Background: an optimization exercise with open tools, aiming at small area and a short achievable clock period. Do not read the settings as production practice. At most, simulation tests tie the RTL to the original design; equivalence was not proved. For run 2, only the layout was checked, not whether the RTL still works. In every run shown here, the design's own scripts or RTL, not TritonCTS, make the clock network. The flow treats the clock pin as an ideal source. Dropping or thinning the clock tree relies on that and would not hold on a real chip.

$ cat flow/flow/run.sh
#!/bin/bash
set -euo pipefail
HERE=$(pwd)
ARGS=(BUFFER_PORTS_ARGS="-buffer_cell sky130_fd_sc_hd__buf_1" POST_CTS_TCL="$HERE/flow/clock.tcl")
bash standard.sh "${ARGS[@]}" cts > standard_cts.log 2>&1
bash standard.sh "${ARGS[@]}" SETUP_SLACK_MARGIN=2.565 finish > standard_finish.log 2>&1
$ cat flow/flow/clock.tcl
# POST_CTS hook: replace the clock tree that CTS built with a single level of
# clock buffers driven straight from the clock port. The flip-flops are split
# into NB groups by location (recursive median cuts); each group gets one
# buffer at its centroid. All flip-flops see the same one-buffer path.
set NB 4
set M sky130_fd_sc_hd__buf_12
if { [info exists ::env(CLK_NB)] } { set NB $::env(CLK_NB) }
if { [info exists ::env(CLK_CELL)] } { set M $::env(CLK_CELL) }

set db [ord::get_db]
set block [ord::get_db_block]
set clknet [$block findNet clk]
set master [$db findMaster $M]

# Walk the clock tree from the port: collect tree cells and flip-flop clock pins.
set tree_insts {}
set tree_nets {}
set sinks {}
set todo [list $clknet]
while { [llength $todo] > 0 } {
  set net [lindex $todo 0]
  set todo [lrange $todo 1 end]
  foreach it [$net getITerms] {
    if { ![$it isInputSignal] && [[$it getMTerm] getSigType] != "CLOCK" } {
      # driver pin of this net
      continue
    }
    set inst [$it getInst]
    if { [[$inst getMaster] isSequential] } {
      lappend sinks $it
    } elseif { [lsearch -exact $tree_insts $inst] < 0 } {
      lappend tree_insts $inst
      foreach ot [$inst getITerms] {
        if { [$ot isOutputSignal] && [$ot getNet] != "NULL" } {
          lappend todo [$ot getNet]
          lappend tree_nets [$ot getNet]
        }
      }
    }
  }
}
puts "clock.tcl: [llength $sinks] sinks, removing [llength $tree_insts] tree cells"

foreach it $sinks { $it disconnect }
foreach inst $tree_insts { odb::dbInst_destroy $inst }
foreach net $tree_nets { if { [llength [$net getITerms]] == 0 } { odb::dbNet_destroy $net } }

# Group the sinks by recursive median cuts along the longer side.
proc split_groups { items n } {
  if { $n <= 1 || [llength $items] < 2 } { return [list $items] }
  set xs {}; set ys {}
  foreach d $items { lappend xs [lindex $d 0]; lappend ys [lindex $d 1] }
  set xs [lsort -integer $xs]; set ys [lsort -integer $ys]
  set w [expr {[lindex $xs end] - [lindex $xs 0]}]
  set h [expr {[lindex $ys end] - [lindex $ys 0]}]
  set idx [expr {$w >= $h ? 0 : 1}]
  set s [lsort -integer -index $idx $items]
  set n1 [expr {$n / 2}]
  set k [expr {[llength $s] * $n1 / $n}]
  return [concat [split_groups [lrange $s 0 [expr {$k-1}]] $n1] \
                 [split_groups [lrange $s $k end] [expr {$n - $n1}]]]
}
set data {}
foreach it $sinks {
  set inst [$it getInst]
  set b [$inst getBBox]
  lappend data [list [expr {([$b xMin]+[$b xMax])/2}] [expr {([$b yMin]+[$b yMax])/2}] $it]
}
set g 0
foreach grp [split_groups $data $NB] {
  set sx 0; set sy 0
  foreach d $grp { set sx [expr {$sx+[lindex $d 0]}]; set sy [expr {$sy+[lindex $d 1]}] }
  set cx [expr {$sx/[llength $grp]}]; set cy [expr {$sy/[llength $grp]}]
  set inst [odb::dbInst_create $block $master "clkroot_$g"]
  $inst setLocation $cx $cy
  $inst setPlacementStatus PLACED
  set net [odb::dbNet_create $block "clknet_root_$g"]
  $net setSigType CLOCK
  [$inst findITerm A] connect $clknet
  [$inst findITerm X] connect $net
  foreach d $grp { [lindex $d 2] connect $net }
  puts "clock.tcl: clkroot_$g drives [llength $grp] sinks"
  incr g
}
detailed_placement
check_placement -verbose
set_propagated_clock [all_clocks]
estimate_parasitics -placement
report_clock_skew
report_checks -group_path_count 5 -format end
$ cat flow/standard.sh
#!/bin/bash
# synth_recipe.tcl (not shown) runs the flow's synth.tcl, then flattens the netlist and writes it again
# the make line also repeats each setting of config.mk as NAME=value (left out here)
make -C /OpenROAD-flow-scripts/flow DESIGN_CONFIG=/design/flow/config.mk WORK_HOME=/design/flow/orfs CLKGATE_MAP_FILE= SYNTH_SCRIPT=/design/flow/synth_recipe.tcl "${@:-finish}"
$ cat flow/config.mk
export PLATFORM = sky130hd
export DESIGN_NAME = adders_top
export DESIGN_NICKNAME = adders_top
export VERILOG_FILES = /design/flow/design.v
export SDC_FILE = /design/flow/constraint.sdc
export NUM_CORES = 4
export LEC_CHECK = 0
export CAP_MARGIN = 20
export CORE_MARGIN = 2
export CORE_UTILIZATION = 60
export SLEW_MARGIN = 20
$ cat flow/constraint.sdc
create_clock -name core_clock -period 4.0 [get_ports {clk}]
set_input_delay 0.8000 -clock core_clock [delete_from_list [all_inputs] [get_ports {clk}]]
set_output_delay 0.8000 -clock core_clock [all_outputs]
set_load 0.01 [all_outputs]
$ cat flow/design.v
module rca_adder_64 (
    input  wire [63:0] a,      
    input  wire [63:0] b,      
    input  wire        cin,    
    output wire [63:0] sum,    
    output wire        cout    
);
    assign {cout, sum} = a + b + cin;
endmodule
module carry_sel_adder_64 (
	input  wire [63:0] a,
	input  wire [63:0] b,
	input  wire        cin,
	output wire [63:0] sum,
	output wire        cout
);
	parameter BLOCK_WIDTH = 16;   
	wire [3:0] carry;   
	wire [BLOCK_WIDTH:0] sum0_block0;  
	wire [BLOCK_WIDTH:0] sum1_block0;  
	assign {sum0_block0[BLOCK_WIDTH], sum0_block0[BLOCK_WIDTH - 1:0]} = a[15:0] + b[15:0] + 1'b0;
	assign {sum1_block0[BLOCK_WIDTH], sum1_block0[BLOCK_WIDTH - 1:0]} = a[15:0] + b[15:0] + 1'b1;
	assign {carry[0], sum[15:0]} = cin ? sum1_block0 : sum0_block0;
	genvar i;
	generate
		for (i = 1; i < 4; i = i + 1) begin : cs_block
			wire [BLOCK_WIDTH:0] sum0;  
			wire [BLOCK_WIDTH:0] sum1;  
			localparam integer L = i * BLOCK_WIDTH;
			localparam integer H = i * BLOCK_WIDTH + BLOCK_WIDTH - 1;
			assign {sum0[BLOCK_WIDTH], sum0[BLOCK_WIDTH - 1:0]} = a[H:L] + b[H:L] + 1'b0;
			assign {sum1[BLOCK_WIDTH], sum1[BLOCK_WIDTH - 1:0]} = a[H:L] + b[H:L] + 1'b1;
			assign {carry[i], sum[H:L]} = carry[i - 1] ? sum1 : sum0;
		end
	endgenerate
	assign cout = carry[3];
endmodule
module ling_adder_64 (
  input  wire [63:0] a,
  input  wire [63:0] b,
  input  wire        cin,
  output wire [63:0] sum,
  output wire        cout
);
  wire [63:0] p = a ^ b;
  wire [63:0] g = a & b;
  wire [63:0] t = a | b;
  localparam BLK = 4;
  localparam NB  = 64/BLK;  
  wire [NB-1:0] Pblk, Gblk;
  genvar bi;
  generate
    for (bi=0; bi<NB; bi=bi+1) begin : GEN_BLK_PG
      localparam integer L = bi*BLK;
      localparam integer H = L+BLK-1;
      wire [3:0] pp = p[H:L];
      wire [3:0] gg = g[H:L];
      assign Pblk[bi] = &pp;  
      assign Gblk[bi] = gg[3]
                      | (pp[3] & gg[2])
                      | (pp[3] & pp[2] & gg[1])
                      | (pp[3] & pp[2] & pp[1] & gg[0]);
    end
  endgenerate
  wire [NB-1:0] Pg0 = Pblk;
  wire [NB-1:0] Gg0 = Gblk;
  function integer POW2; input integer k; begin POW2 = (1<<k); end endfunction
  wire [NB-1:0] Pg1, Gg1, Pg2, Gg2, Pg3, Gg3, Pg4, Gg4;
  genvar i1;
  generate
    for (i1=0; i1<NB; i1=i1+1) begin : LVL1
      if (i1>=1) begin
        assign Gg1[i1] = Gg0[i1] | (Pg0[i1] & Gg0[i1-1]);
        assign Pg1[i1] = Pg0[i1] & Pg0[i1-1];
      end else begin
        assign Gg1[i1] = Gg0[i1];
        assign Pg1[i1] = Pg0[i1];
      end
    end
  endgenerate
  genvar i2;
  generate
    for (i2=0; i2<NB; i2=i2+1) begin : LVL2
      if (i2>=2) begin
        assign Gg2[i2] = Gg1[i2] | (Pg1[i2] & Gg1[i2-2]);
        assign Pg2[i2] = Pg1[i2] & Pg1[i2-2];
      end else begin
        assign Gg2[i2] = Gg1[i2];
        assign Pg2[i2] = Pg1[i2];
      end
    end
  endgenerate
  genvar i3;
  generate
    for (i3=0; i3<NB; i3=i3+1) begin : LVL3
      if (i3>=4) begin
        assign Gg3[i3] = Gg2[i3] | (Pg2[i3] & Gg2[i3-4]);
        assign Pg3[i3] = Pg2[i3] & Pg2[i3-4];
      end else begin
        assign Gg3[i3] = Gg2[i3];
        assign Pg3[i3] = Pg2[i3];
      end
    end
  endgenerate
  genvar i4;
  generate
    for (i4=0; i4<NB; i4=i4+1) begin : LVL4
      if (i4>=8) begin
        assign Gg4[i4] = Gg3[i4] | (Pg3[i4] & Gg3[i4-8]);
        assign Pg4[i4] = Pg3[i4] & Pg3[i4-8];
      end else begin
        assign Gg4[i4] = Gg3[i4];
        assign Pg4[i4] = Pg3[i4];
      end
    end
  endgenerate
  wire [NB:0] Hblk;   
  assign Hblk[0] = cin;
  genvar ci;
  generate
    for (ci=1; ci<=NB; ci=ci+1) begin : GEN_HBLK
      assign Hblk[ci] = Gg4[ci-1] | (Pg4[ci-1] & cin);
    end
  endgenerate
  genvar bj;
  generate
    for (bj=0; bj<NB; bj=bj+1) begin : GEN_BLOCK_SUM
      localparam integer L = bj*BLK;
      localparam integer H = L+BLK-1;
      wire [3:0] pp = p[H:L];
      wire [3:0] gg = g[H:L];
      wire [3:0] tt = t[H:L];
      wire       h_m1 = Hblk[bj];
      wire       h0   = gg[0] | (pp[0] & h_m1);
      wire       h1   = gg[1] | (pp[1] & gg[0]) | (pp[1] & pp[0] & h_m1);
      wire       h2   = gg[2] | (pp[2] & gg[1]) | (pp[2] & pp[1] & gg[0]) | (pp[2] & pp[1] & pp[0] & h_m1);
      wire       h3   = gg[3] | (pp[3] & gg[2]) | (pp[3] & pp[2] & gg[1]) | (pp[3] & pp[2] & pp[1] & gg[0]) | (pp[3] & pp[2] & pp[1] & pp[0] & h_m1);
      assign sum[L+0] = pp[0] ^ (h_m1);
      assign sum[L+1] = pp[1] ^ (h0   & tt[0]);
      assign sum[L+2] = pp[2] ^ (h1   & tt[1]);
      assign sum[L+3] = pp[3] ^ (h2   & tt[2]);
    end
  endgenerate
  assign cout = Hblk[NB] & t[63];
endmodule
module cla_adder_64 (
  input  wire [63:0] a,
  input  wire [63:0] b,
  input  wire        cin,
  output wire [63:0] sum,
  output wire        cout
);
  localparam integer WIDTH = 64;
  localparam integer BLK   = 4;           
  localparam integer GRP   = 4;           
  localparam integer NB    = WIDTH/BLK;   
  localparam integer NG    = NB/GRP;      
  wire [WIDTH-1:0] p = a ^ b;
  wire [WIDTH-1:0] g = a & b;
  wire [NB-1:0] GP_block_G;
  wire [NB-1:0] GP_block_P;
  wire [NB:0] c_block;   
  assign c_block[0] = cin;
  wire [NG:0] c_group;   
  assign c_group[0] = cin;
  genvar bi, bj;
  generate
    for (bi = 0; bi < NB; bi = bi + 1) begin : GEN_BLK
      wire [BLK-1:0] pp, gg;
      for (bj = 0; bj < BLK; bj = bj + 1) begin : GEN_BITIDX
        assign pp[bj] = p[bi * BLK + bj];
        assign gg[bj] = g[bi * BLK + bj];
      end
      wire Pblk =  pp[3] &  pp[2] &  pp[1] &  pp[0];
      wire Gblk =  gg[3] |
                  (pp[3] & gg[2]) |
                  (pp[3] & pp[2] & gg[1]) |
                  (pp[3] & pp[2] & pp[1] & gg[0]);
      assign GP_block_P[bi] = Pblk;
      assign GP_block_G[bi] = Gblk;
    end
  endgenerate
  wire [NG-1:0] GP_group_G, GP_group_P;
  generate
    genvar gi;
    for (gi = 0; gi < NG; gi = gi + 1) begin : GEN_GRP
      localparam integer base = gi*GRP;
      wire p0 = GP_block_P[base + 0];
      wire p1 = GP_block_P[base + 1];
      wire p2 = GP_block_P[base + 2];
      wire p3 = GP_block_P[base + 3];
      wire g0 = GP_block_G[base + 0];
      wire g1 = GP_block_G[base + 1];
      wire g2 = GP_block_G[base + 2];
      wire g3 = GP_block_G[base + 3];
      wire Pgrp = p3 & p2 & p1 & p0;
      wire Ggrp = g3 |(p3 & g2) |(p3 & p2 & g1) |(p3 & p2 & p1 & g0);
      assign GP_group_P[gi] = Pgrp;
      assign GP_group_G[gi] = Ggrp;
      assign c_group[gi+1] = Ggrp | (Pgrp & c_group[gi]);
      assign c_block[base+0] = c_group[gi];
      assign c_block[base+1] = g0 | (p0 & c_block[base+0]);
      assign c_block[base+2] = g1 | (p1 & c_block[base+1]);
      assign c_block[base+3] = g2 | (p2 & c_block[base+2]);
    end
  endgenerate
  assign cout = c_group[NG];
  generate
    genvar kb;
    for (kb = 0; kb < NB; kb = kb + 1) begin : GEN_SUM_BLK
      wire c0 = c_block[kb + 0];
      wire c1 = g[kb * BLK + 0] | (p[kb * BLK + 0] & c0);
      wire c2 = g[kb * BLK + 1] | (p[kb * BLK + 1] & c1);
      wire c3 = g[kb * BLK + 2] | (p[kb * BLK + 2] & c2);
      assign sum[kb * BLK + 0] = p[kb * BLK + 0] ^ c0;
      assign sum[kb * BLK + 1] = p[kb * BLK + 1] ^ c1;
      assign sum[kb * BLK + 2] = p[kb * BLK + 2] ^ c2;
      assign sum[kb * BLK + 3] = p[kb * BLK + 3] ^ c3;
    end
  endgenerate
endmodule
module carry_skip_adder_64 (
  input  wire [63:0] a,
  input  wire [63:0] b,
  input  wire        cin,
  output wire [63:0] sum,
  output wire        cout
);
  localparam integer WIDTH = 64;
  localparam integer BLK   = 8;
  localparam integer NB = WIDTH/BLK;
  wire [WIDTH-1:0] p = a ^ b;
  wire [WIDTH-1:0] g = a & b;
  wire [NB:0] c_blk;
  assign c_blk[0] = cin;
  wire [NB-1:0] P_blk;
  wire [NB-1:0] Cout_blk;
  genvar bi, j;
  generate
    for (bi = 0; bi < NB; bi = bi + 1) begin : GEN_BLK
      localparam integer base = bi*BLK;
      wire [BLK:0] c;     
      assign c[0] = c_blk[bi];
      for (j = 0; j < BLK; j = j + 1) begin : GEN_BITS
        assign c[j+1]           = g[base+j] | (p[base+j] & c[j]);
        assign sum[base + j]    = p[base+j] ^ c[j];
      end
      wire P_all = &p[base +: BLK];
      assign P_blk[bi]  = P_all;
      assign Cout_blk[bi] = c[BLK];
      assign c_blk[bi+1] = (P_all & c_blk[bi]) | ((~P_all) & Cout_blk[bi]);
    end
  endgenerate
  assign cout = c_blk[NB];
endmodule
module adders_top (
    input  wire        clk,
    input  wire        rst_n,
    input  wire        a_bit_in,            
    input  wire        b_bit_in,            
    input  wire        cin_in,              
    input  wire        start_in,            
    output reg  [63:0] sum_out,
    output reg         cout_out,
    output wire        ready_out            
);
    localparam [6:0] SEED = 7'b0010101;    
    reg       a_q, b_q;
    reg [6:0] cnt;
    reg       busy;
    reg       ready_q;
    wire at_seed = !cnt[6] & cnt[2] & !cnt[1] & cnt[0];    
    wire at_s1   = cnt[3] & !cnt[2] & cnt[1] & cnt[0];     
    wire last    = cnt[6] & !cnt[5] & cnt[1] & !cnt[0];    
    wire a_m = a_q & !at_s1;
    wire b_m = b_q | at_s1;
    always @(posedge clk) begin
        a_q      <= a_bit_in;
        b_q      <= b_bit_in;
        sum_out  <= {a_m ^ b_m ^ cout_out, sum_out[63:1]};
        cout_out <= at_seed ? cin_in : ((a_m & b_m) | (cout_out & (a_m | b_m)));
    end
    always @(posedge clk) begin
        if (busy)
            cnt <= {cnt[5:0], cnt[6] ^ cnt[0]};
        else
            cnt <= SEED;
    end
    always @(posedge clk or negedge rst_n) begin
        if (!rst_n) begin
            busy    <= 1'b0;
            ready_q <= 1'b0;
        end else begin
            busy    <= busy ? !last : start_in;
            ready_q <= busy & last;
        end
    end
    assign ready_out = ready_q;
endmodule
==> results.ini, run 1 <==
[run_status]
outcome=no timing/DRC/antenna violations

[synth]
synthTopCellsByArea=dfxtp_1 88%, dfrtp_1 3.0%, and2_1 1.5%
synthesis.area_um2=1690
synth_fp_nets=104
synth_cell_type_count=17
ys_top_cells_by_count=74 x dfxtp_1, 4 x and2_1, 3 x inv_1
synth_seq_cells=76
yosysTopAreaCell=dfxtp_1
synth_edf_count=0
yosys.area.top_type_share=0.875
avgSynthCellArea_um2=17.5
async_flop_share=0.0263
yosysWarnings=1
synthCells=97
yosysSeqAreaShare=0.905
synthFlopType=dfxtp_1
yosysMostFrequentCell=dfxtp_1

[floorplanning]
die-area_um2=3260
die_h_um=57.1
io_pins=72
fp-row-count=19
core_um2=2710
initial_core_util=0.625
die_w_um=57.1

[drt]
antenna_left=0
drt_iter0_markers=12
via_count=934
firstDrtPassIters=4
wl_mm=2.55
wl_per_cell_um=12.5
post_drt_via_cell_ratio=4.60
drc=0

[finish]
final_cells=203
n_antenna_cell=0
drive_gt1_frac=0.221
layout.nets=181
multi_input_area_um2=150
utilization=0.781
nFillCells=178
regArea_um2=1530
syn2layout_area_growth_pct=25.1

[grt]
grt_pass1_wl_mm=4.05
antenna_found_initial=0
grt_pass1_vias=835
grt_max_degree=20
gr-total-overflow=0
grt.total_usage=0.168

[cts]
clkSinkCount=76
clk_pin_slew_ns=0.07
clk-insertion-delay-late_ns=0.11

[placed_design]
dp_hpwl_mm=1.87
port_buffers=71
place_congestion=0.713
dp_cells=199
dp_slack_ns=2.69

[critical_path]
cp.required_ns=3.20
crit_path_max_incr_delay_ns=0.37
cp.arrival_ns=0.63
crit_family=flip-flops
r2r_cells=4
path_buf_inv=1
path_class=flop to primary output
crit_cells=1
cp-start-kind=flop
crit_path_end_kind=primary output
crit_fanout=2
path_cells=clkbuf_2
crit_slowest_cell=dfxtp_1

[sta]
tightest_slew_ns=0.249
rsz0062_at_grt=true
timing.final.crit_share=0.358
drv_slew=0
setup_viol=0
fmax_mhz=699
slew_headroom=0.834
finalClockSkew_ns=0.00325
hold_viol=0
setup_slack_ns=2.57
tns_ns=0
fin_crit_ns=1.43

[min_path]
hold_class=flop to flop
hold_depth=0

[run]
drv_cap=0

==> layout make-up <==
| type | instances | area share |
|---|---|---|
| repair buffers | 71 | 0.144 |
| well taps | 31 | 0.0183 |
| multi-input cells | 18 | 0.0709 |
| plain buffers | 4 | 0.0378 |
| flip-flops and latches | 76 | 0.724 |
| inverters | 3 | 0.00532 |
==> metrics by stage <==
step,hold WS (ns),instance area [um2]
3_5_place_dp,0.336,2000
3_3_place_gp,0.331,2000
5_1_grt,0.356,2120
6_report,0.350,2120
2_1_floorplan,0.382,1690
==> metal layers <==
layer / track usage / wire length [um] / up-vias
met5: 0 / 0 / -
met4: 0.0498 / 31 / 0
met3: 0.0771 / 222 / 3
met2: 0.253 / 1160 / 43
met1: 0.222 / 1130 / 432
li1: - / - / 456
==> worst paths after layout <==
kind | start | slack, ns | endpoint
max | sum_out[43] | 2.57 | sum_out[43]
min | sum_out[56] | 0.35 | sum_out[55]
max reg2reg | cnt[1] | 2.66 | sum_out[63]
min reg2reg | sum_out[56] | 0.35 | sum_out[55]
max in group asynchronous | rst_n | 3.42 | ready_q
min in group asynchronous | rst_n | 0.45 | busy
==> state kept, by name, summed over array words and instances (netlist names) <==
name / count
sum_out: 64
cnt: 7
a_q: 1
b_q: 1
busy: 1
cout_out: 1
ready_q: 1
==> worst register-to-register path: stages (launching register included) <==
cell and delay [ns]:
dfxtp_1 0.39, nand4b_1 0.15, nor2b_1 0.17, fa_1 0.49
inv_1 0.04
==> layout by cell type (no fill, tap or decap), types with 2 or more instances in the layout <==
cell      synthesis  final
buf_1             0     41
dfrtp_1           2      2
buf_12            0      4
clkbuf_2          0     30
or2b_1            2      2
inv_1             3      3
and2_1            4      4
dfxtp_1          74     73
==> cell families after synthesis <==
kind of cell | share of synthesized area
flops | 0.905
simple gates | 0.0650
buf+inv | 0.00665
compound gates | 0.00591
mux | 0.00591
fa+ha+maj | 0.0118
==> run 2, diff against run 1 <==
--- a/flow/design.v
+++ b/flow/design.v
@@ -264,14 +264,14 @@
     output reg         cout_out,
     output wire        ready_out            
 );
-    localparam [6:0] SEED = 7'b0010101;    
+    localparam [6:0] SEED = 7'd121;    
     reg       a_q, b_q;
     reg [6:0] cnt;
     reg       busy;
     reg       ready_q;
-    wire at_seed = !cnt[6] & cnt[2] & !cnt[1] & cnt[0];    
-    wire at_s1   = cnt[3] & !cnt[2] & cnt[1] & cnt[0];     
-    wire last    = cnt[6] & !cnt[5] & cnt[1] & !cnt[0];    
+    wire at_seed = cnt[6] & cnt[5] & cnt[4] & cnt[3];
+    wire at_s1   = cnt[6] & cnt[5] & cnt[4] & !cnt[0];
+    wire last    = cnt[6] & cnt[2] & cnt[1] & cnt[0];
     wire a_m = a_q & !at_s1;
     wire b_m = b_q | at_s1;
     always @(posedge clk) begin
@@ -282,7 +282,7 @@
     end
     always @(posedge clk) begin
         if (busy)
-            cnt <= {cnt[5:0], cnt[6] ^ cnt[0]};
+            cnt <= {cnt[5:0], cnt[3] ^ cnt[6]};
         else
             cnt <= SEED;
     end
==> flow/flow/run.sh (replaced) <==
#!/bin/bash
set -euo pipefail
HERE=$(pwd)
bash standard.sh BUFFER_PORTS_ARGS="-buffer_cell sky130_fd_sc_hd__buf_1" \
  POST_CTS_TCL="$HERE/flow/clock.tcl" finish > standard.log 2>&1
--- a/flow/config.mk
+++ b/flow/config.mk
@@ -6,6 +6,6 @@
 export NUM_CORES = 4
 export LEC_CHECK = 0
 export CAP_MARGIN = 20
-export CORE_MARGIN = 2
-export CORE_UTILIZATION = 60
+export CORE_AREA = 2 2 59 59
+export DIE_AREA = 0 0 61 61
 export SLEW_MARGIN = 20
==> run 2 against run 1 <==
Register-to-register slack gained 0.03 ns. Utilization decreased by 11 points. Final area down 2.1%. Global-route usage decreased by 3.4 points. Die area rose by 14%. Cell count increased by 6.4%. Via count is 6.5% lower. Setup slack worse by 0.0048 ns. First-iteration DRC count up 75%. Sequential cell count is the same. Critical path type unchanged. Critical endpoint is now sum_out[24]. Highest routed layer is now met3.
==> results.ini, run 2 <==
[finish]
syn2layout_area_growth_pct=24.0
nFillCells=247  ; +39%
top_regs=sum_out x64, cnt x7
final_cell_mix=74 x dfxtp_1, 71 x buf_1, 4 x inv_1, 4 x nand2b_1, 4 x buf_12
drive_gt1_frac=0.0291  ; -0.192
utilization=0.673  ; -0.108
regArea_um2=1530  ; about the same
top_register=sum_out
largest_reg_flops=64  ; unchanged
multi_input_area_um2=124  ; -17%
layout.nets=181  ; unchanged
n_antenna_cell=0  ; unchanged
final_common_cell=dfxtp_1

[cts]
clk_pin_slew_ns=0.07  ; about the same
clkSinkCount=76  ; unchanged
clk-insertion-delay-late_ns=0.12  ; about the same

[floorplanning]
die_w_um=61  ; +6.8%
core_um2=3080  ; +14%
die_h_um=61  ; +6.8%
io_pins=72  ; unchanged
die-area_um2=3720  ; +14%
fp-row-count=20  ; +1
initial_core_util=0.543  ; -0.0820

[drt]
wl_per_cell_um=11.4  ; -9.0%
drt_iter0_markers=21  ; +9
route.met3.wl_um=165  ; -26%
post_drt_via_cell_ratio=4.04  ; -12%
via_count=873  ; -6.5%
antenna_left=0  ; unchanged
wl_mm=2.47  ; -3.2%
routed.top_layer=met3
wl_met1_mm=1.13  ; -0.18%
wl_met2_mm=1.17  ; +0.95%
drc=0  ; unchanged
firstDrtPassIters=2  ; -2

[sta]
fin_crit_ns=1.44  ; +0.00485 ns
slew_headroom=0.843  ; +0.00891
drv_slew=0  ; unchanged
hold_viol=0  ; unchanged
timing.final.crit_share=0.359  ; +0.00121
fmax_mhz=696  ; -0.34%
tightest_slew_ns=0.235  ; -0.0134 ns
finalClockSkew_ns=0.00581  ; +0.00256 ns
rsz0062_at_grt=false
setup_viol=0  ; unchanged
tns_ns=0  ; unchanged

[critical_path]
crit_family=flip-flops
crit_path_max_incr_delay_ns=0.36  ; about the same
path_buf_inv=1  ; unchanged
crit_slowest_cell=dfxtp_1
crit_fanout=2  ; unchanged
crit_path_end_kind=primary output
path_class=flop to primary output
cp-start-kind=flop
cp.required_ns=3.20  ; about the same
rrSetupSlack_ns=2.69  ; +0.03 ns
cp.arrival_ns=0.64  ; about the same
path_cells=buf_1

[synth]
synthTopCellsByArea=dfxtp_1 89%, dfrtp_1 3.0%, nand2b_1 1.5%
synth_edf_count=0  ; unchanged
synth_fp_nets=104  ; unchanged
async_flop_share=0.0263  ; unchanged
yosysTopAreaCell=dfxtp_1
yosys.area.top_type_share=0.887  ; +0.0118
synthCells=97  ; unchanged
yosysWarnings=1  ; unchanged
ys_top_cells_by_count=74 x dfxtp_1, 4 x inv_1, 4 x nand2b_1
synth_cell_type_count=16  ; -1
synthesis.area_um2=1670  ; -1.3%
synthFlopType=dfxtp_1
yosysMostFrequentCell=dfxtp_1
synth_seq_cells=76  ; unchanged
avgSynthCellArea_um2=17.2  ; -1.3%
yosysSeqAreaShare=0.917  ; +0.0122

[run_status]
outcome=no timing/DRC/antenna violations

[run]
drv_cap=0  ; unchanged

[placed_design]
place_congestion=0.711  ; -0.28%
port_buffers=71  ; unchanged
dp_hpwl_mm=1.77  ; -5.6%

[grt]
grt_pass1_vias=740  ; -11%
grt.total_usage=0.135  ; -0.0336
antenna_found_initial=0  ; unchanged
grt_max_degree=20  ; unchanged
grt_pass1_wl_mm=3.46  ; -14%
gr-total-overflow=0  ; unchanged

[min_path]
hold_class=flop to flop

run 2: cell count changes in the layout (fill, tap and decap cells not counted), moves of 2 or more:
cell,before,now
buf_1,41,71
or2b_1,2,0
nand2b_1,0,4
and2_1,4,1
clkbuf_2,30,0
run 2: stage by stage:
step           hold slack [ns]  area (um2)  std cells  setup WS (ns)
2_1_floorplan            0.382        1670         97           2.76
3_3_place_gp             0.333        1990        212           2.67
5_1_grt                  0.354        2070        216           2.52
6_report                 0.347        2070        216           2.56
3_5_place_dp             0.334        1990        212           2.69
run 2: cell type report:
type | instances | share of cell area
well taps | 44 | 0.0266
flip-flops and latches | 76 | 0.739
multi-input cells | 17 | 0.0598
plain buffers | 4 | 0.0386
repair buffers | 71 | 0.129
inverters | 4 | 0.00725
run 2: final timing paths:
kind | cells after the start | endpoint | startpoint
max in group asynchronous | 1 | busy | rst_n
min reg2reg | 0 | sum_out[52] | sum_out[53]
max reg2reg | 4 | sum_out[63] | cnt[6]
min | 0 | sum_out[52] | sum_out[53]
min in group asynchronous | 1 | ready_q | rst_n
max | 1 | sum_out[24] | sum_out[24]
run 2: logic make-up (layout without fill, tap and decap cells):
logic type,count (synthesis),after routing,synth area share
flip-flops,76,76,0.917
AO/OA/AOI/OAI,3,3,0.0142
adder cells (fa/ha/maj),1,1,0.0120
multiplexers,1,1,0.00599
XOR/XNOR,1,1,0.00524
buffers and inverters,4,79,0.00899
AND/OR/NAND/NOR,11,11,0.0367
run 2: worst register-to-register path: cells and delay by family, from the launching register on:
family	cells	cell delay (ns)
fa+ha+maj	1	0.48
buf+inv	1	0.03
compound gates	1	0.19
flops	1	0.39
simple gates	1	0.12
run 2: layer usage:
layer,up-vias,GRT usage
met5,-,0
met4,0,0.0466
met3,0,0.0682
met2,37,0.194
met1,388,0.177
li1,448,-
==> run 3, diff against run 2 <==
--- a/flow/design.v
+++ b/flow/design.v
@@ -264,25 +264,22 @@
     output reg         cout_out,
     output wire        ready_out            
 );
-    localparam [6:0] SEED = 7'd121;    
+    localparam [6:0] SEED = 7'd115;    
     reg       a_q, b_q;
     reg [6:0] cnt;
     reg       busy;
     reg       ready_q;
-    wire at_seed = cnt[6] & cnt[5] & cnt[4] & cnt[3];
-    wire at_s1   = cnt[6] & cnt[5] & cnt[4] & !cnt[0];
-    wire last    = cnt[6] & cnt[2] & cnt[1] & cnt[0];
-    wire a_m = a_q & !at_s1;
-    wire b_m = b_q | at_s1;
+    wire at_seed = cnt[6] & cnt[5] & cnt[4] & cnt[0];
+    wire last    = cnt[3] & cnt[2] & cnt[1] & cnt[0];
     always @(posedge clk) begin
-        a_q      <= a_bit_in;
-        b_q      <= b_bit_in;
-        sum_out  <= {a_m ^ b_m ^ cout_out, sum_out[63:1]};
-        cout_out <= at_seed ? cin_in : ((a_m & b_m) | (cout_out & (a_m | b_m)));
+        a_q      <= at_seed ? cin_in : a_bit_in;
+        b_q      <= at_seed ? cin_in : b_bit_in;
+        sum_out  <= {a_q ^ b_q ^ cout_out, sum_out[63:1]};
+        cout_out <= (a_q & b_q) | (cout_out & (a_q | b_q));
     end
     always @(posedge clk) begin
         if (busy)
-            cnt <= {cnt[5:0], cnt[3] ^ cnt[6]};
+            cnt <= {cnt[5:0], cnt[2] ^ cnt[6]};
         else
             cnt <= SEED;
     end
==> run 3 against run 2 <==
Still clean on timing, DRC and antenna. Routed wire length is 0.28% higher. Setup slack gained 0.0014 ns. Utilization decreased by 0.69 points. Critical path depth stayed put. Sequential cell count unchanged. Die area unchanged. Critical path type unchanged.
==> results.ini, run 3 <==
[critical_path]
path_cells=buf_1
crit_slowest_cell=dfxtp_1
crit_path_max_incr_delay_ns=0.36  ; about the same
path_buf_inv=1  ; unchanged
path_class=flop to primary output
cp.arrival_ns=0.64  ; about the same
crit_path_end_kind=primary output
cp.required_ns=3.20  ; about the same
cp-start-kind=flop
crit_family=flip-flops
crit_fanout=2  ; unchanged

[synth]
synth_edf_count=0  ; unchanged
synth_cell_type_count=13  ; -3
yosys.area.top_type_share=0.898  ; +0.0114
synthCells=92  ; -5.2%
yosysMostFrequentCell=dfxtp_1
yosysTopAreaCell=dfxtp_1
yosysSeqAreaShare=0.929  ; +0.0118
avgSynthCellArea_um2=17.9  ; +4.1%
synthesis.area_um2=1650  ; -1.3%
synthTopCellsByArea=dfxtp_1 90%, dfrtp_1 3.0%, nand2b_1 1.5%
synth_seq_cells=76  ; unchanged
async_flop_share=0.0263  ; unchanged
synthFlopType=dfxtp_1
yosysWarnings=1  ; unchanged
ys_top_cells_by_count=74 x dfxtp_1, 4 x nand2b_1, 2 x dfrtp_1, 2 x mux2_1, 2 x nand2_1
synth_fp_nets=99  ; -4.8%

[sta]
hold_viol=0  ; unchanged
fmax_mhz=697  ; about the same
finalClockSkew_ns=0.00184  ; -0.00397 ns
setup_viol=0  ; unchanged
rsz0062_at_grt=false
tns_ns=0  ; unchanged
tightest_slew_ns=0.245  ; +0.00978 ns
slew_headroom=0.837  ; -0.00652
setup_slack_ns=2.56  ; +0.00136 ns
drv_slew=0  ; unchanged
timing.final.crit_share=0.359  ; about the same
fin_crit_ns=1.44  ; -0.00136 ns

[floorplanning]
die-area_um2=3720  ; unchanged
fp-row-count=20  ; unchanged
io_pins=72  ; unchanged
die_w_um=61  ; unchanged
initial_core_util=0.536  ; -0.00691
die_h_um=61  ; unchanged
core_um2=3080  ; unchanged

[finish]
drive_gt1_frac=0.0240  ; -0.00512
nFillCells=273  ; +11%
fin_area_um2=2050  ; -1.0%
largest_reg_flops=64  ; unchanged
top_regs=sum_out x64, cnt x7
regArea_um2=1530  ; unchanged
syn2layout_area_growth_pct=24.4
final_cells=211  ; -2.3%
top_register=sum_out
final_cell_mix=74 x dfxtp_1, 71 x buf_1, 4 x nand2b_1, 4 x buf_12
layout.nets=176  ; -2.8%
n_antenna_cell=0  ; unchanged
final_common_cell=dfxtp_1
multi_input_area_um2=114  ; -8.1%

[cts]
clk_pin_slew_ns=0.07  ; about the same
clk-insertion-delay-late_ns=0.11  ; about the same
clkSinkCount=76  ; unchanged

[drt]
antenna_left=0  ; unchanged
wl_mm=2.47  ; +0.28%
firstDrtPassIters=4  ; +2
post_drt_via_cell_ratio=4.19  ; +3.8%
drt_iter0_markers=12  ; -43%
drc=0  ; unchanged
via_count=885  ; +1.4%
wl_per_cell_um=11.7  ; +2.7%

[grt]
grt_max_degree=20  ; unchanged
grt.total_usage=0.147  ; +0.0125
grt_pass1_wl_mm=3.80  ; +9.8%
antenna_found_initial=0  ; unchanged
grt_pass1_vias=799  ; +8.0%
gr-total-overflow=0  ; unchanged

[placed_design]
port_buffers=71  ; unchanged
dp_hpwl_mm=1.83  ; +3.4%
dp_cells=207  ; -2.4%
place_congestion=0.681  ; -4.2%
dp_slack_ns=2.70  ; +0.0111 ns
post_dp_cell_area_um2=1970  ; -1.1%

[min_path]
hold_class=flop to flop

[run_status]
outcome=no timing/DRC/antenna violations

[run]
drv_cap=0  ; unchanged

-- run 3: routing by layer --
metal,vias to the layer above,part of all wire,track usage
met5,-,0,0
met4,0,0.013,0.0466
met3,3,0.077,0.0682
met2,36,0.48,0.227
met1,411,0.43,0.186
li1,435,-,-
-- run 3: path summary, 6_finish.rpt --
kind                              from     endpoint  slack (ns)  depth (start not counted)
setup / recovery           sum_out[30]  sum_out[30]        2.56                          1
hold / removal             sum_out[19]  sum_out[18]        0.35                          0
setup reg to reg                cnt[0]          a_q        3.04                          2
hold reg to reg            sum_out[19]  sum_out[18]        0.35                          0
max in group asynchronous        rst_n      ready_q        3.42                          1
min in group asynchronous        rst_n         busy        0.46                          1
-- run 3: cell type report --
type / instances / area share
flip-flops and latches: 76 / 0.747
repair buffers: 71 / 0.130
multi-input cells: 15 / 0.0555
plain buffers: 4 / 0.0390
well taps: 44 / 0.0268
inverters: 1 / 0.00183
-- run 3: logic make-up (layout without fill, tap and decap cells) --
family                     after synthesis  count (layout)  share of synthesized area
DFF                                     76              76                      0.929
and+or+nand+nor                         10              10                     0.0326
muxes                                    2               2                     0.0137
adders and majority gates                1               1                     0.0121
AOI/OAI and AO/OA                        1               1                    0.00531
xor gates and xnor gates                 1               1                    0.00531
buffers and inverters                    1              76                    0.00227
-- run 3: worst register-to-register path, cell delays in order (launching register included) --
cell and delay (ns):
dfxtp_1 0.36, nand4_1 0.15, mux2_1 0.33
-- run 3: metrics by stage --
stage	utilization	hold slack [ns]
floorplan	-	0.382
global placement	0.640	0.330
detailed placement	0.640	0.335
global route	0.666	0.356
finish	0.666	0.350
==> run 4, diff against run 3 <==
==> flow/flow/run.sh (replaced) <==
#!/bin/bash
set -euo pipefail
HERE=$(pwd)
bash standard.sh BUFFER_PORTS_ARGS="-buffer_cell sky130_fd_sc_hd__buf_1" \
  PRE_IO_PLACEMENT_TCL="$HERE/flow/pins.tcl" \
  POST_CTS_TCL="$HERE/flow/clock.tcl" finish > standard.log 2>&1
==> flow/flow/pins.tcl (new file) <==
# PRE_IO_PLACEMENT hook: fix the pins around the die edge in the order of
# the sum shift register, so that each sum_out flip-flop can sit next to
# its own pin. Going round the die clockwise from the left edge's lower
# part: the inputs, cout_out, sum_out[63] down to sum_out[0], ready_out.
# place_pins then leaves these pins where they are.
set block [ord::get_db_block]
set die [$block getDieArea]
set W [expr {[$die xMax] / 1000.0}]
set H [expr {[$die yMax] / 1000.0}]

set order {clk rst_n start_in cin_in a_bit_in b_bit_in cout_out}
for {set i 63} {$i >= 0} {incr i -1} { lappend order "sum_out\[$i\]" }
lappend order ready_out
set n [llength $order]

# Perimeter walk, clockwise from the lower-left corner: up the left edge,
# right along the top, down the right edge, left along the bottom.
set M 3.0 ;# keep pins this far from the corners
set L [expr {2 * ($W - 2*$M) + 2 * ($H - 2*$M)}]
set step [expr {$L / $n}]
set start [expr {$step / 2.0}]
proc snap { v off pitch } { return [expr {$off + round(($v - $off) / $pitch) * $pitch}] }
set k 0
foreach p $order {
  set t [expr {$start + $k * $step}]
  set lh [expr {$H - 2*$M}]
  set lw [expr {$W - 2*$M}]
  if { $t < $lh } {
    set x 0; set y [snap [expr {$M + $t}] 0.34 0.68]; set layer met3
  } elseif { $t < $lh + $lw } {
    set x [snap [expr {$M + $t - $lh}] 0.23 0.46]; set y $H; set layer met2
  } elseif { $t < 2*$lh + $lw } {
    set x $W; set y [snap [expr {$H - $M - ($t - $lh - $lw)}] 0.34 0.68]; set layer met3
  } else {
    set x [snap [expr {$W - $M - ($t - 2*$lh - $lw)}] 0.23 0.46]; set y 0; set layer met2
  }
  place_pin -pin_name $p -layer $layer -location [list $x $y] -force_to_die_boundary
  incr k
}
==> run 4 against run 3 <==
Clock skew up 0.0025 ns. Utilization is the same. Synthesized area unchanged. Highest routed layer unchanged. Setup slack gained 0.0050 ns. Synthesized cell count unchanged. Largest cell class unchanged.
==> results.ini, run 4 <==
[run_status]
outcome=no timing/DRC/antenna violations

[synth]
synth_top_family_by_area=simple AND/OR/NAND/NOR gates
ys_top_cells_by_count=74 x dfxtp_1, 4 x nand2b_1, 2 x dfrtp_1, 2 x mux2_1, 2 x nand2_1
synth_xor_area_frac=0.00531  ; unchanged
yosysTopAreaCell=dfxtp_1
async_flop_share=0.0263  ; unchanged
synth-adder-area-share=0.0121  ; unchanged
yosysMostFrequentCell=dfxtp_1
synthCells=92  ; unchanged
synth_edf_count=0  ; unchanged
yosysWarnings=1  ; unchanged
synth_seq_cells=76  ; unchanged
synthTopCellsByArea=dfxtp_1 90%, dfrtp_1 3.0%, nand2b_1 1.5%
yosys.area.top_type_share=0.898  ; unchanged
synth_fp_nets=99  ; unchanged
synth_cell_type_count=13  ; unchanged
synthFlopType=dfxtp_1
avgSynthCellArea_um2=17.9  ; unchanged
synth_compound_area_frac=0.00531  ; unchanged
yosysSeqAreaShare=0.929  ; unchanged
synthesis.area_um2=1650  ; unchanged
synthMuxAreaShare=0.0137  ; unchanged
synth_simple_gate_area_share=0.0326  ; unchanged

[finish]
drive_gt1_frac=0.0240  ; unchanged
layout.nets=176  ; unchanged
largest_reg_flops=64  ; unchanged
top_register=sum_out
n_antenna_cell=0  ; unchanged
syn2layout_area_growth_pct=24.4  ; unchanged
fin_area_um2=2050  ; unchanged
top_regs=sum_out x64, cnt x7
final_cell_mix=74 x dfxtp_1, 71 x buf_1, 4 x nand2b_1, 4 x buf_12
final_common_cell=dfxtp_1

[drt]
routed.top_layer=met4
drt_iter0_markers=30  ; +18
wl_per_cell_um=11.6  ; -0.77%
via_count=877  ; -0.90%
route.met3.wl_um=156  ; -18%
wl_mm=2.45  ; -0.77%
wl_met1_mm=1.19  ; +11%
firstDrtPassIters=4  ; unchanged
wl_met2_mm=1.09  ; -7.0%
drc=0  ; unchanged
antenna_left=0  ; unchanged
post_drt_via_cell_ratio=4.16  ; -0.90%

[floorplanning]
core_um2=3080  ; unchanged
initial_core_util=0.536  ; unchanged
die-area_um2=3720  ; unchanged
die_w_um=61  ; unchanged
io_pins=0  ; -100%
fp-row-count=20  ; unchanged
die_h_um=61  ; unchanged

[grt]
grt_pass1_wl_mm=3.66  ; -3.6%
gr-total-overflow=0  ; unchanged
antenna_found_initial=0  ; unchanged
grt.total_usage=0.141  ; -0.00659
grt_pass1_vias=786  ; -1.6%
grt_max_degree=20  ; unchanged

[sta]
rsz0062_at_grt=false
slew_headroom=0.843  ; +0.00679
timing.final.crit_share=0.358  ; -0.00124
finalClockSkew_ns=0.00431  ; +0.00247 ns
setup_viol=0  ; unchanged
tightest_slew_ns=0.235  ; -0.0102 ns
tns_ns=0  ; unchanged
drv_slew=0  ; unchanged
fin_crit_ns=1.43  ; -0.00498 ns
fmax_mhz=699  ; +0.35%
hold_viol=0  ; unchanged

[min_path]
hold_class=flop to flop

[placed_design]
post_dp_cell_area_um2=1970  ; unchanged
dp_hpwl_mm=1.77  ; -3.3%
port_buffers=71  ; unchanged
place_congestion=0.597  ; -12%

[critical_path]
cp-start-kind=flop
crit_path_max_incr_delay_ns=0.36  ; about the same
crit_path_end_kind=primary output
path_cells=buf_1
path_buf_inv=1  ; unchanged
path_class=flop to primary output
cp.required_ns=3.20  ; about the same
crit_family=flip-flops
cp.arrival_ns=0.63  ; about the same
crit_fanout=2  ; unchanged
crit_slowest_cell=dfxtp_1

[cts]
clk-insertion-delay-late_ns=0.11  ; about the same
clk_pin_slew_ns=0.07  ; about the same
clkSinkCount=76  ; unchanged

[run]
drv_cap=0  ; unchanged

-- run 4: layout make-up --
| cell class | instances | area [um2] |
|---|---|---|
| flip-flops and latches | 76 | 1530 |
| fillers | 255 | 1030 |
| well taps | 44 | 55.1 |
| inverters | 1 | 3.75 |
| plain buffers | 4 | 80.1 |
| repair buffers | 71 | 267 |
| multi-input cells | 15 | 114 |
-- run 4: cells by family (layout without fill, tap and decap cells) --
logic type,after synthesis,count (layout)
AOI/OAI and AO/OA,1,1
xor gates and xnor gates,1,1
DFF,76,76
buffers and inverters,1,76
adders and majority gates,1,1
muxes,2,2
and+or+nand+nor,10,10
-- run 4: final timing paths --
check	from	endpoint	slack (ns)	depth (start not counted)
max reg2reg	cnt[0]	b_q	2.97	2
max in group asynchronous	rst_n	busy	3.39	1
max	cout_out	cout_out	2.57	1
min	sum_out[51]	sum_out[50]	0.35	0
min reg2reg	sum_out[51]	sum_out[50]	0.35	0
min in group asynchronous	rst_n	ready_q	0.47	1
-- run 4: per-stage QoR --
step           setup WS (ns)   util  hold slack [ns]  std cells
6_report                2.57  0.666            0.349        211
5_1_grt                 2.53  0.666            0.355        211
3_5_place_dp            2.70  0.640            0.335        207
3_3_place_gp            2.70  0.640            0.334        207
2_1_floorplan           2.81      -            0.382         92
-- run 4: metal layers --
| metal | vias to the layer above | global-route usage |
|---|---|---|
| met5 | - | 0 |
| met4 | 0 | 0.0839 |
| met2 | 40 | 0.195 |
| li1 | 437 | - |
| met1 | 398 | 0.193 |
| met3 | 2 | 0.0448 |
==> run 5, diff against run 4 <==
--- a/flow/design.v
+++ b/flow/design.v
@@ -264,13 +264,13 @@
     output reg         cout_out,
     output wire        ready_out            
 );
-    localparam [6:0] SEED = 7'd115;    
+    localparam [6:0] SEED = 7'd127;    
     reg       a_q, b_q;
     reg [6:0] cnt;
     reg       busy;
     reg       ready_q;
-    wire at_seed = cnt[6] & cnt[5] & cnt[4] & cnt[0];
-    wire last    = cnt[3] & cnt[2] & cnt[1] & cnt[0];
+    wire at_seed = cnt[5] & cnt[4] & cnt[2] & cnt[0];
+    wire last    = cnt[5] & !cnt[4] & cnt[3] & !cnt[2] & cnt[0];
     always @(posedge clk) begin
         a_q      <= at_seed ? cin_in : a_bit_in;
         b_q      <= at_seed ? cin_in : b_bit_in;
@@ -279,7 +279,7 @@
     end
     always @(posedge clk) begin
         if (busy)
-            cnt <= {cnt[5:0], cnt[2] ^ cnt[6]};
+            cnt <= ~{cnt[5:0], cnt[0] ^ cnt[6]};
         else
             cnt <= SEED;
     end
==> run 5 against run 4 <==
Sequential share of layout area grew 0.46 points. First-iteration DRC count grew 3.3%. Cell count shrank 0.47%. Critical endpoint unchanged.
==> results.ini, run 5 <==
[run_status]
outcome=no timing/DRC/antenna violations

[finish]
syn2layout_area_growth_pct=24.0
top_regs=sum_out x64, cnt x7
final_common_cell=dfxtp_1
top_register=sum_out
n_antenna_cell=0  ; unchanged
final_cell_mix=74 x dfxtp_1, 71 x buf_1, 7 x nand2_1, 4 x buf_12
utilization=0.662  ; -0.00406
drive_gt1_frac=0.0241  ; +0.000144
layout.nets=175  ; -0.57%
final_cells=210  ; -0.47%
largest_reg_flops=64  ; unchanged

[synth]
synthFlopType=dfxtp_1
yosys.area.top_type_share=0.901  ; +0.00273
yosysMostFrequentCell=dfxtp_1
synthTopCellsByArea=dfxtp_1 90%, dfrtp_1 3.0%, nand2_1 1.6%
synth_edf_count=0  ; unchanged
synthesis.area_um2=1640  ; -0.30%
synthCells=92  ; unchanged
yosysTopAreaCell=dfxtp_1
yosysWarnings=1  ; unchanged
ys_top_cells_by_count=74 x dfxtp_1, 7 x nand2_1, 2 x dfrtp_1, 2 x mux2_1, 2 x nand4_1
avgSynthCellArea_um2=17.9  ; -0.30%
synth_seq_cells=76  ; unchanged
async_flop_share=0.0263  ; unchanged
synth_fp_nets=99  ; unchanged
yosysSeqAreaShare=0.932  ; +0.00283
synth_cell_type_count=10  ; -3

[grt]
antenna_found_initial=0  ; unchanged
grt.total_usage=0.132  ; -0.00900
grt_max_degree=20  ; unchanged
gr-usage-met1=0.175  ; -0.0182
use_met2=0.183  ; -0.0123
grt_pass1_vias=718  ; -8.7%
top_usage_layer=met2
grt_util_met3=0.0661  ; +0.0213
grt_pass1_wl_mm=3.41  ; -7.0%
gr-total-overflow=0  ; unchanged

[run]
drv_cap=0  ; unchanged

[min_path]
hold_class=flop to flop

[drt]
via_count=886  ; +1.0%
drt_iter0_markers=31  ; +3.3%
antenna_left=0  ; unchanged
wl_mm=2.31  ; -5.8%
drc=0  ; unchanged
wl_per_cell_um=11.0  ; -5.4%
post_drt_via_cell_ratio=4.22  ; +1.5%
firstDrtPassIters=4  ; unchanged

[placed_design]
dp_hpwl_mm=1.72  ; -2.3%
port_buffers=71  ; unchanged
place_congestion=0.608  ; +1.9%
dp_cells=206  ; -0.48%

[critical_path]
path_class=flop to primary output
cp-start-kind=flop
path_cells=buf_1
crit_fanout=2  ; unchanged
crit_family=flip-flops
cp.arrival_ns=0.63  ; about the same
path_buf_inv=1  ; unchanged
crit_slowest_cell=dfxtp_1
cp.required_ns=3.20  ; about the same
rrSetupSlack_ns=2.96  ; about the same
crit_path_end_kind=primary output
crit_path_max_incr_delay_ns=0.36  ; about the same

[cts]
clkSinkCount=76  ; unchanged
clk-insertion-delay-late_ns=0.11  ; about the same
clk_pin_slew_ns=0.07  ; about the same

[floorplanning]
die_w_um=61  ; unchanged
initial_core_util=0.534  ; -0.00163
io_pins=0  ; unchanged
die-area_um2=3720  ; unchanged
die_h_um=61  ; unchanged
fp-row-count=20  ; unchanged
core_um2=3080  ; unchanged

[sta]
fmax_mhz=700  ; +0.15%
rsz0062_at_grt=false
tightest_slew_ns=0.268  ; +0.0335 ns
slew_headroom=0.820  ; -0.0237
tns_ns=0  ; unchanged
hold_viol=0  ; unchanged
drv_slew=0  ; unchanged
fin_crit_ns=1.43  ; -0.00210 ns
finalClockSkew_ns=0.00321  ; -0.00109 ns
setup_viol=0  ; unchanged
timing.final.crit_share=0.357  ; -0.000525

## run 5: cell types whose count changed in the layout (fill, tap and decap cells not counted), sizes merged
cell / previous run / this run
nand2: 2 / 7
o32a: 0 / 1
nand3: 1 / 0
xnor2: 1 / 0
xor2: 0 / 1
nand2b: 4 / 0
inv: 1 / 0
nor3: 0 / 1
nor2: 1 / 0
and2: 1 / 0
nand4: 1 / 2
o22a: 1 / 0
## run 5: metal layers
| metal | wire length [um] | vias up |
|---|---|---|
| met1 | 1070 | 408 |
| met5 | 0 | - |
| met2 | 1070 | 37 |
| met4 | 15 | 0 |
| met3 | 149 | 2 |
| li1 | - | 439 |
## run 5: worst register-to-register path: cells and delay by family, from the launching register on
| kind | cells | cell delay (ns) |
|---|---|---|
| DFF | 1 | 0.47 |
| AOI/OAI and AO/OA | 1 | 0.30 |
| and+or+nand+nor | 1 | 0.15 |
## run 5: cell type report
cell class,count,area [um2]
Fill cell,245,1040
Tap cell,44,55.1
Multi-Input combinational cell,15,105
Sequential cell,76,1530
Buffer,4,80.1
Timing Repair Buffer,71,267
## run 5: logic make-up (layout without fill, tap and decap cells)
kind of cell / count (synthesis) / count (layout) / synth area share
and+or+nand+nor: 10 / 10 / 0.0266
xor gates and xnor gates: 1 / 1 / 0.00533
DFF: 76 / 76 / 0.932
adders and majority gates: 1 / 1 / 0.0122
muxes: 2 / 2 / 0.0137
buffers and inverters: 1 / 75 / 0.00457
AOI/OAI and AO/OA: 1 / 1 / 0.00609
## run 5: per-stage QoR
| stage | worst slack (ns) | hold slack (ns) | instance area [um2] |
|---|---|---|---|
| after floorplan | 2.81 | 0.351 | 1640 |
| after detailed placement | 2.70 | 0.335 | 1960 |
| final | 2.57 | 0.349 | 2040 |
| after global placement | 2.70 | 0.334 | 1960 |
| after global routing | 2.52 | 0.355 | 2040 |
## run 5: worst paths after layout
kind,from,endpoint,cells after the start
setup reg to reg,busy,busy,2
max in group asynchronous,rst_n,busy,1
min in group asynchronous,rst_n,ready_q,1
hold / removal,sum_out[28],sum_out[27],0
hold reg to reg,sum_out[28],sum_out[27],0
setup / recovery,cout_out,cout_out,1
==> run 6, diff against run 5 <==
--- a/flow/flow/clock.tcl
+++ b/flow/flow/clock.tcl
@@ -3,7 +3,7 @@
 # into NB groups by location (recursive median cuts); each group gets one
 # buffer at its centroid. All flip-flops see the same one-buffer path.
 set NB 4
-set M sky130_fd_sc_hd__buf_12
+set M sky130_fd_sc_hd__buf_8
 if { [info exists ::env(CLK_NB)] } { set NB $::env(CLK_NB) }
 if { [info exists ::env(CLK_CELL)] } { set M $::env(CLK_CELL) }
 
@@ -82,9 +82,37 @@
   puts "clock.tcl: clkroot_$g drives [llength $grp] sinks"
   incr g
 }
+set_propagated_clock [all_clocks]
+estimate_parasitics -placement
+
+# Output paths: a flip-flop that drives an output and has more load than
+# the others (cout_out also feeds the full adder) is upsized when its output
+# trails the median output slack by more than 10 ps.
+set slacks {}
+foreach port [all_outputs] { lappend slacks [get_property $port slack_max] }
+set slacks [lsort -real $slacks]
+set median [lindex $slacks [expr {[llength $slacks] / 2}]]
+foreach port [all_outputs] {
+  set s [get_property $port slack_max]
+  if { $s >= $median - 0.010 } { continue }
+  set bterm [$block findBTerm [get_full_name $port]]
+  set obuf [[lindex [[$bterm getNet] getITerms] 0] getInst]
+  foreach it [$obuf getITerms] {
+    if { [$it isInputSignal] } { set in_net [$it getNet] }
+  }
+  foreach it [$in_net getITerms] {
+    if { [$it isOutputSignal] } {
+      set ff [$it getInst]
+      set m [[$ff getMaster] getName]
+      if { [regsub {_1$} $m {_2} m2] && [[$ff getMaster] isSequential] } {
+        puts "clock.tcl: [get_full_name $port] slack $s (median $median): [$ff getName] $m -> $m2"
+        replace_cell [$ff getName] $m2
+      }
+    }
+  }
+}
 detailed_placement
 check_placement -verbose
-set_propagated_clock [all_clocks]
 estimate_parasitics -placement
 report_clock_skew
 report_checks -group_path_count 5 -format end
==> run 6 against run 5 <==
Clock skew up 0.0019 ns. Critical path depth did not move. Register-to-register slack is essentially flat. Die area unchanged. Global-route usage is 0.17 points lower. Sequential share of layout area rose by 0.79 points. Highest routed layer unchanged.
==> results.ini, run 6 <==
[min_path]
hold_class=flop to flop
hold_depth=0  ; unchanged
min_from=sum_out[49]
min_to=sum_out[48]

[sta]
timing.final.crit_share=0.357  ; about the same
drv_slew=0  ; unchanged
slew_headroom=0.820  ; about the same
finalClockSkew_ns=0.00509  ; +0.00188 ns
hold_viol=0  ; unchanged
tightest_slew_ns=0.268  ; -0.00000405 ns
fmax_mhz=700  ; about the same
tns_ns=0  ; unchanged
rsz0062_at_grt=false
fin_crit_ns=1.43  ; +0.000790 ns
setup_viol=0  ; unchanged

[drt]
wl_mm=2.28  ; -1.5%
drc=0  ; unchanged
antenna_left=0  ; unchanged
firstDrtPassIters=2  ; -2
via_count=888  ; +0.23%
post_drt_via_cell_ratio=4.23  ; +0.23%
wl_per_cell_um=10.8  ; -1.5%
drt_iter0_markers=27  ; -13%

[synth]
yosysTopAreaCell=dfxtp_1
synth_edf_count=0  ; unchanged
async_flop_share=0.0263  ; unchanged
synth_cell_type_count=10  ; unchanged
yosysWarnings=1  ; unchanged
ys_top_cells_by_count=74 x dfxtp_1, 7 x nand2_1, 2 x dfrtp_1, 2 x mux2_1, 2 x nand4_1
synthFlopType=dfxtp_1
synthesis.area_um2=1640  ; unchanged
avgSynthCellArea_um2=17.9  ; unchanged
synth_seq_cells=76  ; unchanged
yosysSeqAreaShare=0.932  ; unchanged
yosysMostFrequentCell=dfxtp_1
yosys.area.top_type_share=0.901  ; unchanged
synthTopCellsByArea=dfxtp_1 90%, dfrtp_1 3.0%, nand2_1 1.6%
synthCells=92  ; unchanged
synth_fp_nets=99  ; unchanged

[critical_path]
r2r-start=busy
r2r_cells=2  ; unchanged
r2r-end=busy
cp-start-kind=flop
crit_path_max_incr_delay_ns=0.35  ; about the same
crit_family=flip-flops
cp.required_ns=3.20  ; about the same
crit_start=sum_out[62]
cp.arrival_ns=0.63  ; about the same
rrSetupSlack_ns=2.96  ; about the same
path_class=flop to primary output
crit_path_end_kind=primary output
path_cells=buf_1
path_buf_inv=1  ; unchanged
crit_fanout=2  ; unchanged
crit_slowest_cell=dfxtp_1

[finish]
drive_gt1_frac=0.0422  ; +0.0181
fin_area_um2=2020  ; -0.80%
top_register=sum_out
n_antenna_cell=0  ; unchanged
largest_reg_flops=64  ; unchanged
top_regs=sum_out x64, cnt x7
layout.nets=175  ; unchanged
final_cell_mix=71 x dfxtp_1, 71 x buf_1, 7 x nand2_1, 4 x buf_8, 3 x dfxtp_2
syn2layout_area_growth_pct=23.0

[cts]
clkSinkCount=76  ; unchanged
clk-insertion-delay-late_ns=0.12  ; about the same
clk_pin_slew_ns=0.09  ; +0.02 ns

[placed_design]
place_congestion=0.608  ; unchanged
port_buffers=71  ; unchanged
dp_hpwl_mm=1.72  ; unchanged
post_dp_cell_area_um2=1960  ; unchanged

[run]
drv_cap=0  ; unchanged

[grt]
antenna_found_initial=0  ; unchanged
grt_pass1_vias=720  ; +0.28%
grt.total_usage=0.130  ; -0.00167
grt_max_degree=20  ; unchanged
grt_pass1_wl_mm=3.39  ; -0.41%
gr-total-overflow=0  ; unchanged

[floorplanning]
die_h_um=61  ; unchanged
initial_core_util=0.534  ; unchanged
die-area_um2=3720  ; unchanged
die_w_um=61  ; unchanged
fp-row-count=20  ; unchanged
io_pins=0  ; unchanged
core_um2=3080  ; unchanged

[run_status]
outcome=no timing/DRC/antenna violations

run 6: cell counts after synthesis:
No cell type changed its count.
run 6: kinds of logic (layout without fill, tap and decap cells):
| logic type | after synthesis | count (layout) | share of synthesized area |
|---|---|---|---|
| mux | 2 | 2 | 0.0137 |
| simple gates | 10 | 10 | 0.0266 |
| xor+xnor | 1 | 1 | 0.00533 |
| fa+ha+maj | 1 | 1 | 0.0122 |
| buf+inv | 1 | 75 | 0.00457 |
| compound gates | 1 | 1 | 0.00609 |
| flops | 76 | 76 | 0.932 |
run 6: layer usage:
layer,GRT usage,share of wire,up-vias
met5,0,0,-
met4,0.0559,0.016,0
met3,0.0597,0.078,5
met2,0.181,0.45,39
met1,0.175,0.46,406
li1,-,-,438
run 6: area by class of cell:
cell class,count,area [um2]
well taps,44,55.1
repair buffers,71,267
fillers,247,1060
multi-input cells,15,105
flip-flops and latches,76,1540
plain buffers,4,60.1
run 6: how the worst max path moves through the flow:
| stage | slack (ns) | cells after the start | end |
|---|---|---|---|
| 2_1_floorplan | 2.81 | 1 | a_q |
| 3_3_place_gp | 2.70 | 1 | cout_out |
| 3_5_place_dp | 2.70 | 1 | cout_out |
| 5_1_grt | 2.51 | 1 | sum_out[27] |
| 6_report | 2.57 | 1 | sum_out[62] |
run 6: through the flow:
stage | worst slack, ns | std cells | utilization | hold slack, ns
global placement | 2.70 | 206 | 0.636 | 0.334
global route | 2.51 | 210 | 0.657 | 0.357
detailed placement | 2.70 | 206 | 0.636 | 0.335
floorplan | 2.81 | 92 | - | 0.351
finish | 2.57 | 210 | 0.657 | 0.350
==> run 7, diff against run 6 <==
--- a/flow/flow/clock.tcl
+++ b/flow/flow/clock.tcl
@@ -3,7 +3,7 @@
 # into NB groups by location (recursive median cuts); each group gets one
 # buffer at its centroid. All flip-flops see the same one-buffer path.
 set NB 4
-set M sky130_fd_sc_hd__buf_8
+set M sky130_fd_sc_hd__buf_12
 if { [info exists ::env(CLK_NB)] } { set NB $::env(CLK_NB) }
 if { [info exists ::env(CLK_CELL)] } { set M $::env(CLK_CELL) }
 
==> run 7 against run 6 <==
Via count is 0.11% higher. Die area is the same. Final area grew 0.99%. Utilization up 0.65 points. First-iteration DRC count up 7.4%. Synthesized area did not move.
==> results.ini, run 7 <==
[critical_path]
path_buf_inv=1  ; unchanged
crit_family=flip-flops
path_cells=buf_1
cp.arrival_ns=0.61  ; -0.02 ns
path_class=flop to primary output
crit_path_end_kind=primary output
cp-start-kind=flop
crit_path_max_incr_delay_ns=0.35  ; about the same
crit_slowest_cell=dfxtp_1

[synth]
synth_edf_count=0  ; unchanged
synthFlopType=dfxtp_1
avgSynthCellArea_um2=17.9  ; unchanged
synthesis.area_um2=1640  ; unchanged
synthCells=92  ; unchanged
synth_fp_nets=99  ; unchanged
synth_cell_type_count=10  ; unchanged
ys_top_cells_by_count=74 x dfxtp_1, 7 x nand2_1, 2 x dfrtp_1, 2 x mux2_1, 2 x nand4_1
synthTopCellsByArea=dfxtp_1 90%, dfrtp_1 3.0%, nand2_1 1.6%
yosysMostFrequentCell=dfxtp_1
async_flop_share=0.0263  ; unchanged
yosys.area.top_type_share=0.901  ; unchanged
yosysTopAreaCell=dfxtp_1
yosysSeqAreaShare=0.932  ; unchanged

[finish]
drive_gt1_frac=0.0422  ; unchanged
final_cell_mix=71 x dfxtp_1, 71 x buf_1, 7 x nand2_1, 4 x buf_12, 3 x dfxtp_2
syn2layout_area_growth_pct=24.2
fin_area_um2=2040  ; +0.99%
largest_reg_flops=64  ; unchanged
n_antenna_cell=0  ; unchanged
nFillCells=245  ; -0.81%
top_register=sum_out

[grt]
grt_pass1_wl_mm=3.41  ; +0.41%
gr-usage-met1=0.175  ; unchanged
gr-total-overflow=0  ; unchanged
grt.total_usage=0.132  ; +0.00179
use_met2=0.183  ; +0.00154
grt_util_met3=0.0661  ; +0.00640
top_usage_layer=met2

[placed_design]
post_dp_cell_area_um2=1960  ; unchanged
dp_hpwl_mm=1.72  ; unchanged
port_buffers=71  ; unchanged
place_congestion=0.608  ; unchanged

[drt]
antenna_left=0  ; unchanged
wl_mm=2.32  ; +1.8%
drt_iter0_markers=29  ; +7.4%
wl_per_cell_um=11.0  ; +1.8%
via_count=889  ; +0.11%
firstDrtPassIters=4  ; +2
post_drt_via_cell_ratio=4.23  ; +0.11%
drc=0  ; unchanged

[floorplanning]
fp-row-count=20  ; unchanged
io_pins=0  ; unchanged
core_um2=3080  ; unchanged
die_w_um=61  ; unchanged
die-area_um2=3720  ; unchanged
initial_core_util=0.534  ; unchanged

[sta]
rsz0062_at_grt=false
slew_headroom=0.820  ; about the same
finalClockSkew_ns=0.00480  ; -0.000295 ns
fin_crit_ns=1.41  ; -0.0176 ns
tightest_slew_ns=0.268  ; +0.000117 ns
fmax_mhz=709  ; +1.2%
timing.final.crit_share=0.353  ; -0.00440
tns_ns=0  ; unchanged

[min_path]
hold_class=flop to flop

[cts]
clkSinkCount=76  ; unchanged
clk_pin_slew_ns=0.07  ; -0.02 ns

[run_status]
outcome=no timing/DRC/antenna violations

[run]
drv_cap=0  ; unchanged

-- run 7: cell types whose count changed in the layout (fill, tap and decap cells not counted) --
cell    before  now
buf_8        4    0
buf_12       0    4
-- run 7: cell type report --
| cell class | instances | area (um2) | share of cell area |
|---|---|---|---|
| buffer | 4 | 80.1 | 0.0392 |
| timing repair buffer | 71 | 267 | 0.131 |
| sequential | 76 | 1540 | 0.752 |
| tap | 44 | 55.1 | 0.0270 |
| multi-input combinational | 15 | 105 | 0.0515 |
-- run 7: per-stage QoR --
step                      cells  hold slack [ns]  setup WS, ns   util
after floorplan              92            0.351          2.81      -
after global placement      206            0.334          2.70  0.636
after detailed placement    206            0.335          2.70  0.636
after global routing        210            0.353          2.54  0.663
final                       210            0.347          2.59  0.663
-- run 7: per-layer routing --
metal | vias up | part of all wire
met3 | 2 | 0.064
met5 | - | 0
met4 | 0 | 0.0065
met1 | 412 | 0.47
met2 | 37 | 0.46
li1 | 438 | -
-- run 7: worst paths after layout --
| path | cells past startpoint | slack, ns | from | endpoint |
|---|---|---|---|---|
| min in group asynchronous | 1 | 0.47 | rst_n | ready_q |
| worst min register to register | 0 | 0.35 | sum_out[49] | sum_out[48] |
| worst max-delay path | 1 | 2.59 | sum_out[62] | sum_out[62] |
| max in group asynchronous | 1 | 3.38 | rst_n | busy |
| worst max register to register | 2 | 2.96 | busy | busy |
| worst min-delay path | 0 | 0.35 | sum_out[49] | sum_out[48] |
-- run 7: cell families after synthesis --
group / count (synthesis) / synth area share
AOI/OAI and AO/OA: 1 / 0.00609
buffers and inverters: 1 / 0.00457
and+or+nand+nor: 10 / 0.0266
xor gates and xnor gates: 1 / 0.00533
DFF: 76 / 0.932
muxes: 2 / 0.0137
adders and majority gates: 1 / 0.0122

[separate check: timing with driven ports]
Ports are ideal in the flow. The routed layouts listed here were re-timed in OpenROAD.
Step 1 sets driving cells, clkbuf_16 on the clock port and buf_2 on the other inputs (assumed; they add their load-dependent delay and slew).
Step 2 times the ports against the registers' clock, not the clock port: input delays grow and output delays shrink by t, the midpoint of the rising clock arrivals with the driver on.
Slacks: ideal ports / drivers / drivers and shift; pairs: ideal ports / drivers.
run | t (ns) | setup slack, ns | clock arrival spread, ns
run 1 | 0.181 | 2.568 / 2.497 / 2.664 | 0.005 / 0.005
run 2 | 0.182 | 2.564 / 2.494 / 2.676 | 0.006 / 0.006
run 3 | 0.183 | 2.565 / 2.492 / 2.675 | 0.003 / 0.003
run 4 | 0.181 | 2.570 / 2.500 / 2.682 | 0.006 / 0.005
run 5 | 0.182 | 2.572 / 2.500 / 2.682 | 0.004 / 0.004
run 6 | 0.181 | 2.571 / 2.509 / 2.690 | 0.006 / 0.007
run 7 | 0.181 | 2.589 / 2.517 / 2.698 | 0.006 / 0.006
After both steps every run listed still meets setup and hold.
